Source: an optimization exercise on an open RTL-to-GDS flow (aim: small area). Production flows keep margins and buffers that such runs may drop. In this exercise RTL edits were held to simulation tests only and were not proved equivalent to the original. No activity file was given, so power comes from the tool's default toggle rates.

==> inputs of run a <==
Design keylimepi_fpga_top, start of the top module:
module keylimepi_fpga_top (
    input clk,
    input rst,
    input uart_rx,
    output uart_tx,
    output pw_we,
    output [11:0] pw_addr,
    output [511:0] pw_wdata,
    input [511:0] pw_rdata
);
==> module keylimepi_fpga_top, before the edit <==
module keylimepi_fpga_top (
    input clk,
    input rst,
    input uart_rx,
    output uart_tx,
    output pw_we,
    output [11:0] pw_addr,
    output [511:0] pw_wdata,
    input [511:0] pw_rdata
);
    localparam [2:0] S_RXI = 3'd0,   
                     S_RXS = 3'd1,   
                     S_RXD = 3'd2,   
                     S_RXP = 3'd3,   
                     S_WW  = 3'd4,   
                     S_TXS = 3'd5,   
                     S_TXD = 3'd6,   
                     S_TXP = 3'd7;   
    localparam [31:0] DONE_MSG = 32'h446f6e65;
    logic [2:0] st;
    logic [3:0] cnt;        
    logic [9:0] n;          
    logic [8:0] q;          
    logic rx_s1, rx_s2;     
    logic pend_a, pend_b;   
    logic pv_a, pv_b;       
    logic rd;               
    logic cf;               
    logic cy;               
    logic [10:0] addr;
    logic we_q;
    logic tx_q;
    logic [511:0] ring;
    wire tick   = &cnt;
    wire sample = tick && st == S_RXD;
    wire txbit  = tick && st == S_TXD;
    wire ins_a  = pv_a && q[4:0] == 5'd31;
    wire ins_b  = pv_b && q[4:0] == 5'd30;
    wire ins    = ins_a || ins_b;
    wire pend   = q[0] ? pend_a : pend_b;
    wire cy_in  = (n[3:0] == 4'd8) ? 1'b1 : cy;
    logic [511:0] rdata_rot;
    logic [31:0] msg_rot;
    always_comb begin
        for (int k = 0; k < 512; k++) rdata_rot[k] = pw_rdata[(k - 16) & 511];
        for (int k = 0; k < 32; k++) msg_rot[k] = DONE_MSG[(k - 16) & 31];
    end
    wire [3:0] sel0 = 4'b1 << n[1:0];
    wire [127:0] rmux1;
    genvar gm;
    generate for (gm = 0; gm < 128; gm++) begin : g_rmux1
        assign rmux1[gm] = |(rdata_rot[4*gm +: 4] & sel0);
    end endgenerate
    wire rd_bit = rmux1[n[8:2]];
    wire tx_data_bit = rd ? rd_bit : msg_rot[n[4:0]];
    wire tx_last = rd ? (n == 10'd527) : (n == 10'd559);
    always_ff @(posedge clk or posedge rst) begin
        if (rst) begin
            st <= S_RXI;
            n <= '0;
            q <= '0;
            pv_a <= 1'b0;
            pv_b <= 1'b0;
            we_q <= 1'b0;
            tx_q <= 1'b1;
        end else begin
            we_q <= 1'b0;
            if (!(sample || txbit)) q <= q + 9'd1;
            if (sample || txbit) n <= n + 10'd1;
            if (sample) begin
                pv_a <= 1'b1;
                pv_b <= pv_a && !ins_a;
            end else begin
                if (ins_a) pv_a <= 1'b0;
                if (ins_b) pv_b <= 1'b0;
            end
            case (st)
                S_RXI: if (!rx_s2) st <= S_RXS;
                S_RXS: if (tick) st <= rx_s2 ? S_RXI : S_RXD;
                S_RXD: if (tick && n[2:0] == 3'd7) st <= S_RXP;
                S_RXP: if (tick) begin
                    if (n == 10'd16) st <= rd ? S_TXS : S_RXI;
                    else if (n == 10'd528) st <= S_WW;
                    else st <= S_RXI;
                end
                S_WW: if (q == 9'd496 && !pv_a && !pv_b) begin
                    we_q <= 1'b1;
                    st <= S_TXS;
                end
                S_TXS: if (tick) st <= S_TXD;
                S_TXD: if (tick) begin
                    if (tx_last) begin
                        st <= S_RXI;
                        n <= '0;
                    end else if (n[2:0] == 3'd7) st <= S_TXP;
                end
                S_TXP: if (tick) st <= S_TXS;
            endcase
            tx_q <= (st == S_TXS) ? 1'b0 : (st == S_TXD) ? tx_data_bit : 1'b1;
        end
    end
    always_ff @(posedge clk) begin
        case (st)
            S_RXI: cnt <= 4'd8;
            S_WW:  cnt <= 4'd0;
            default: cnt <= cnt + 4'd1;
        endcase
        rx_s1 <= uart_rx;
        rx_s2 <= rx_s1;
        if (sample) begin
            pend_a <= rx_s2;
            pend_b <= pend_a;
        end
        if (sample && n[9:4] == 6'd0) begin
            case (n[3:0])
                4'd0: begin addr[0] <= rx_s2; cf <= rx_s2; end
                4'd1: begin addr[1] <= rx_s2; cf <= cf & rx_s2; end
                4'd2, 4'd3, 4'd4, 4'd5, 4'd6: cf <= cf & rx_s2;
                4'd7: begin
                    rd <= rx_s2;
                    if (cf) addr[1:0] <= 2'b00;
                end
                default: begin
                    addr[9:2] <= {(rx_s2 ^ cy_in) & ~cf, addr[9:3]};
                    cy <= rx_s2 & cy_in;
                    if (n[3:0] == 4'd15) addr[10] <= rx_s2 & cy_in & ~cf;
                end
            endcase
        end
    end
    genvar gp;
    generate
        for (gp = 0; gp < 512; gp++) begin : g_ring
            if (gp % 32 == 0) begin : g_ins
                wire here = ins && q[8:5] == 4'((gp / 32 + 15) % 16);
                always_ff @(posedge clk) ring[gp] <= here ? pend : ring[(gp + 511) % 512];
            end else begin : g_shift
                always_ff @(posedge clk) ring[gp] <= ring[gp - 1];
            end
        end
    endgenerate
    genvar gi, gb;
    generate
        for (gi = 0; gi < 64; gi++) begin : g_byte
            for (gb = 0; gb < 8; gb++) begin : g_bit
                assign pw_wdata[504 - 8*gi + gb] = ring[(1024 - (16 + 8*gi + gb)) % 512];
            end
        end
    endgenerate
    assign pw_we = we_q;
    assign pw_addr = {1'b0, addr};
    assign uart_tx = tx_q;
endmodule
export LEC_CHECK = 0
export CAP_MARGIN = 20
export CORE_AREA = 2.5 2.5 367.5 367.5
export DIE_AREA = 0 0 370 370
export SLEW_MARGIN = 20
create_clock -name core_clock -period 10.0 [get_ports {clk}]
standard.sh (not shown) runs the stock make flow with config.mk's settings and CLKGATE_MAP_FILE= SYNTH_SCRIPT=/design/flow/synth_recipe.tcl, a recipe that flattens the netlist after the stock synthesis.
==> flow/flow/run.sh <==
#!/bin/bash
# The standard layout (the standard.sh, unchanged synthesis), with:
# - port buffers of the smallest buffer, sky130_fd_sc_hd__buf_1, instead of the
#   weakest-drive buffer buffer_ports picks by default (a 10 um2 delay buffer);
# - a clock tree of clkbuf_4 cells over clusters of at most 10 flip-flops, and
#   no dummy loads (CTS otherwise adds clkbuf_16 cells and dummy inverters).
# Every tool's output goes to the ORFS logs under orfs/logs; make's own output
# goes to standard.log here.
set -euo pipefail
bash standard.sh \
  "BUFFER_PORTS_ARGS=-buffer_cell sky130_fd_sc_hd__buf_1" \
  "CTS_ARGS=-sink_clustering_enable -repair_clock_nets -dont_use_dummy_load -buf_list sky130_fd_sc_hd__clkbuf_4 -sink_clustering_size 10 -sink_clustering_max_diameter 40" \
  finish > standard.log 2>&1
==> run b (differences from run a) <==
--- a/flow/design.v
+++ b/flow/design.v
@@ -23,6 +23,5 @@
     logic [8:0] q;          
     logic rx_s1, rx_s2;     
-    logic pend_a, pend_b;   
-    logic pv_a, pv_b;       
+    logic pend, pv;         
     logic rd;               
     logic cf;               
@@ -35,8 +34,5 @@
     wire sample = tick && st == S_RXD;
     wire txbit  = tick && st == S_TXD;
-    wire ins_a  = pv_a && q[4:0] == 5'd31;
-    wire ins_b  = pv_b && q[4:0] == 5'd30;
-    wire ins    = ins_a || ins_b;
-    wire pend   = q[0] ? pend_a : pend_b;
+    wire ins    = pv && &q[3:0];
     wire cy_in  = (n[3:0] == 4'd8) ? 1'b1 : cy;
     logic [511:0] rdata_rot;
@@ -46,33 +42,30 @@
         for (int k = 0; k < 32; k++) msg_rot[k] = DONE_MSG[(k - 16) & 31];
     end
-    wire [3:0] sel0 = 4'b1 << n[1:0];
-    wire [127:0] rmux1;
-    genvar gm;
-    generate for (gm = 0; gm < 128; gm++) begin : g_rmux1
-        assign rmux1[gm] = |(rdata_rot[4*gm +: 4] & sel0);
-    end endgenerate
-    wire rd_bit = rmux1[n[8:2]];
-    wire tx_data_bit = rd ? rd_bit : msg_rot[n[4:0]];
+    wire tx_data_bit = rd ? rdata_rot[n[8:0]] : msg_rot[n[4:0]];
     wire tx_last = rd ? (n == 10'd527) : (n == 10'd559);
     always_ff @(posedge clk or posedge rst) begin
         if (rst) begin
             st <= S_RXI;
+            cnt <= 4'd8;
             n <= '0;
             q <= '0;
-            pv_a <= 1'b0;
-            pv_b <= 1'b0;
+            rx_s1 <= 1'b1;
+            rx_s2 <= 1'b1;
+            pv <= 1'b0;
             we_q <= 1'b0;
             tx_q <= 1'b1;
         end else begin
+            rx_s1 <= uart_rx;
+            rx_s2 <= rx_s1;
             we_q <= 1'b0;
+            case (st)
+                S_RXI: cnt <= 4'd8;
+                S_WW:  cnt <= 4'd0;
+                default: cnt <= cnt + 4'd1;
+            endcase
             if (!(sample || txbit)) q <= q + 9'd1;
             if (sample || txbit) n <= n + 10'd1;
-            if (sample) begin
-                pv_a <= 1'b1;
-                pv_b <= pv_a && !ins_a;
-            end else begin
-                if (ins_a) pv_a <= 1'b0;
-                if (ins_b) pv_b <= 1'b0;
-            end
+            if (sample) pv <= 1'b1;
+            else if (ins) pv <= 1'b0;
             case (st)
                 S_RXI: if (!rx_s2) st <= S_RXS;
@@ -84,5 +77,5 @@
                     else st <= S_RXI;
                 end
-                S_WW: if (q == 9'd496 && !pv_a && !pv_b) begin
+                S_WW: if (q == 9'd496) begin
                     we_q <= 1'b1;
                     st <= S_TXS;
@@ -101,15 +94,5 @@
     end
     always_ff @(posedge clk) begin
-        case (st)
-            S_RXI: cnt <= 4'd8;
-            S_WW:  cnt <= 4'd0;
-            default: cnt <= cnt + 4'd1;
-        endcase
-        rx_s1 <= uart_rx;
-        rx_s2 <= rx_s1;
-        if (sample) begin
-            pend_a <= rx_s2;
-            pend_b <= pend_a;
-        end
+        pend <= sample ? rx_s2 : pend;
         if (sample && n[9:4] == 6'd0) begin
             case (n[3:0])
@@ -132,6 +115,6 @@
     generate
         for (gp = 0; gp < 512; gp++) begin : g_ring
-            if (gp % 32 == 0) begin : g_ins
-                wire here = ins && q[8:5] == 4'((gp / 32 + 15) % 16);
+            if (gp % 16 == 0) begin : g_ins
+                wire here = ins && q[8:4] == 5'((gp / 16 + 31) % 32);
                 always_ff @(posedge clk) ring[gp] <= here ? pend : ring[(gp + 511) % 512];
             end else begin : g_shift
==> flow/run.sh (new file) <==
#!/bin/bash
# synth_recipe.tcl (not shown) runs the flow's synth.tcl, then flattens the netlist and writes it again
# the make line also repeats each setting of config.mk as NAME=value (left out here)
make -C /OpenROAD-flow-scripts/flow DESIGN_CONFIG=/design/flow/config.mk WORK_HOME=/design/flow/orfs CLKGATE_MAP_FILE= SYNTH_SCRIPT=/design/flow/synth_recipe.tcl finish
--- a/flow/config.mk
+++ b/flow/config.mk
@@ -7,5 +7,5 @@
 export LEC_CHECK = 0
 export CAP_MARGIN = 20
-export CORE_AREA = 2.5 2.5 367.5 367.5
-export DIE_AREA = 0 0 370 370
+export CORE_MARGIN = 2
+export CORE_UTILIZATION = 40
 export SLEW_MARGIN = 20
removed: flow/flow/run.sh
removed: flow/standard.sh
==> run c (differences from run a) <==
--- a/flow/design.v
+++ b/flow/design.v
@@ -23,6 +23,5 @@
     logic [8:0] q;          
     logic rx_s1, rx_s2;     
-    logic pend_a, pend_b;   
-    logic pv_a, pv_b;       
+    logic pend, pv;         
     logic rd;               
     logic cf;               
@@ -35,8 +34,5 @@
     wire sample = tick && st == S_RXD;
     wire txbit  = tick && st == S_TXD;
-    wire ins_a  = pv_a && q[4:0] == 5'd31;
-    wire ins_b  = pv_b && q[4:0] == 5'd30;
-    wire ins    = ins_a || ins_b;
-    wire pend   = q[0] ? pend_a : pend_b;
+    wire ins    = pv && &q[3:0];
     wire cy_in  = (n[3:0] == 4'd8) ? 1'b1 : cy;
     logic [511:0] rdata_rot;
@@ -46,11 +42,19 @@
         for (int k = 0; k < 32; k++) msg_rot[k] = DONE_MSG[(k - 16) & 31];
     end
-    wire [3:0] sel0 = 4'b1 << n[1:0];
-    wire [127:0] rmux1;
+    wire [7:0] sel0 = 8'b1 << n[2:0];
+    wire [7:0] sel1 = 8'b1 << n[5:3];
+    wire [7:0] sel2 = 8'b1 << n[8:6];
+    wire [63:0] rmux1;
+    wire [7:0] rmux2;
     genvar gm;
-    generate for (gm = 0; gm < 128; gm++) begin : g_rmux1
-        assign rmux1[gm] = |(rdata_rot[4*gm +: 4] & sel0);
-    end endgenerate
-    wire rd_bit = rmux1[n[8:2]];
+    generate
+        for (gm = 0; gm < 64; gm++) begin : g_rmux1
+            assign rmux1[gm] = |(rdata_rot[8*gm +: 8] & sel0);
+        end
+        for (gm = 0; gm < 8; gm++) begin : g_rmux2
+            assign rmux2[gm] = |(rmux1[8*gm +: 8] & sel1);
+        end
+    endgenerate
+    wire rd_bit = |(rmux2 & sel2);
     wire tx_data_bit = rd ? rd_bit : msg_rot[n[4:0]];
     wire tx_last = rd ? (n == 10'd527) : (n == 10'd559);
@@ -58,21 +62,25 @@
         if (rst) begin
             st <= S_RXI;
+            cnt <= 4'd8;
             n <= '0;
             q <= '0;
-            pv_a <= 1'b0;
-            pv_b <= 1'b0;
+            rx_s1 <= 1'b1;
+            rx_s2 <= 1'b1;
+            pv <= 1'b0;
             we_q <= 1'b0;
             tx_q <= 1'b1;
         end else begin
+            rx_s1 <= uart_rx;
+            rx_s2 <= rx_s1;
             we_q <= 1'b0;
+            case (st)
+                S_RXI: cnt <= 4'd8;
+                S_WW:  cnt <= 4'd0;
+                default: cnt <= cnt + 4'd1;
+            endcase
             if (!(sample || txbit)) q <= q + 9'd1;
             if (sample || txbit) n <= n + 10'd1;
-            if (sample) begin
-                pv_a <= 1'b1;
-                pv_b <= pv_a && !ins_a;
-            end else begin
-                if (ins_a) pv_a <= 1'b0;
-                if (ins_b) pv_b <= 1'b0;
-            end
+            if (sample) pv <= 1'b1;
+            else if (ins) pv <= 1'b0;
             case (st)
                 S_RXI: if (!rx_s2) st <= S_RXS;
@@ -84,5 +92,5 @@
                     else st <= S_RXI;
                 end
-                S_WW: if (q == 9'd496 && !pv_a && !pv_b) begin
+                S_WW: if (q == 9'd496) begin
                     we_q <= 1'b1;
                     st <= S_TXS;
@@ -101,15 +109,5 @@
     end
     always_ff @(posedge clk) begin
-        case (st)
-            S_RXI: cnt <= 4'd8;
-            S_WW:  cnt <= 4'd0;
-            default: cnt <= cnt + 4'd1;
-        endcase
-        rx_s1 <= uart_rx;
-        rx_s2 <= rx_s1;
-        if (sample) begin
-            pend_a <= rx_s2;
-            pend_b <= pend_a;
-        end
+        pend <= sample ? rx_s2 : pend;
         if (sample && n[9:4] == 6'd0) begin
             case (n[3:0])
@@ -132,6 +130,6 @@
     generate
         for (gp = 0; gp < 512; gp++) begin : g_ring
-            if (gp % 32 == 0) begin : g_ins
-                wire here = ins && q[8:5] == 4'((gp / 32 + 15) % 16);
+            if (gp % 16 == 0) begin : g_ins
+                wire here = ins && q[8:4] == 5'((gp / 16 + 31) % 32);
                 always_ff @(posedge clk) ring[gp] <= here ? pend : ring[(gp + 511) % 512];
             end else begin : g_shift
==> flow/run.sh (new file) <==
#!/bin/bash
# synth_recipe.tcl (not shown) runs the flow's synth.tcl, then flattens the netlist and writes it again
# the make line also repeats each setting of config.mk as NAME=value (left out here)
make -C /OpenROAD-flow-scripts/flow DESIGN_CONFIG=/design/flow/config.mk WORK_HOME=/design/flow/orfs CLKGATE_MAP_FILE= SYNTH_SCRIPT=/design/flow/synth_recipe.tcl finish
removed: flow/flow/run.sh
removed: flow/standard.sh
==> qor summary <==
| quantity | run b | run c | run a |
|---|---|---|---|
| Std-Cell Core Area | - | 0.133 mm^2 | 0.133 mm^2 |
| Achievable frequency | - | 229 MHz | 212 MHz |
| Period minus WS final | - | 4.37 ns | 4.72 ns |
| Outcome | stopped before the end | finished clean | finished clean |
| Failing step | I/O pin placement (3_2_place_iop) | - | - |
| Clock transition at path regs | - | 0.06 ns | 0.10 ns |
| Count of inserted antenna diode cells | - | 12 | 9 |
| Peak ir drop on the vdd network | - | 0.000190 V | 0.000116 V |
| Clock sink count | - | 558 | 560 |
| Crit Reg-Reg Startpoint | - | n[2] | n[0] |
| Die Outline Area | - | 0.137 mm^2 | 0.137 mm^2 |
| Grt total ovfl | - | 0 | 0 |
| Aggregate global-route resource usage | - | 0.144 | 0.116 |
| I/O pin cnt | - | 1041 | 1041 |
| Proportion of cell area occupied by registers | - | 0.371 | 0.504 |
| Signal inverters | - | 10 | 14 |
| Post-synthesis compound-gate area fraction | 0.0495 | 0.162 | 0.184 |
| Die W | 212 um | 370 um | 370 um |

## afterwards: timing with drivers on the ports
How much do the figures lean on ideal ports? The routed layouts below were timed once more, with nothing changed but the port constraints.
Step 1 assumes that a clkbuf_16 drives the clock port and a buf_2 every other input.
Step 2 adds t to the input delays and takes it off the output delays; t is the mean of the earliest and latest rising clock arrival at the registers after step 1. Input paths then give back, and output paths get back, about the clock's delay inside the block.
a / b / c = ideal ports / drivers / drivers and shift; a / b = the first two.
run | t (ns) | setup WS [ns] | worst setup path after step 2
run a | 0.903 | 5.280 / 5.280 / 5.062 | input to register
run c | 0.725 | 5.630 / 5.630 / 5.066 | input to register
After both steps setup and hold are still met in every run listed. For run c, which loses most, drivers alone change the setup slack by 0.000 ns; drivers and shift together by -0.564 ns.
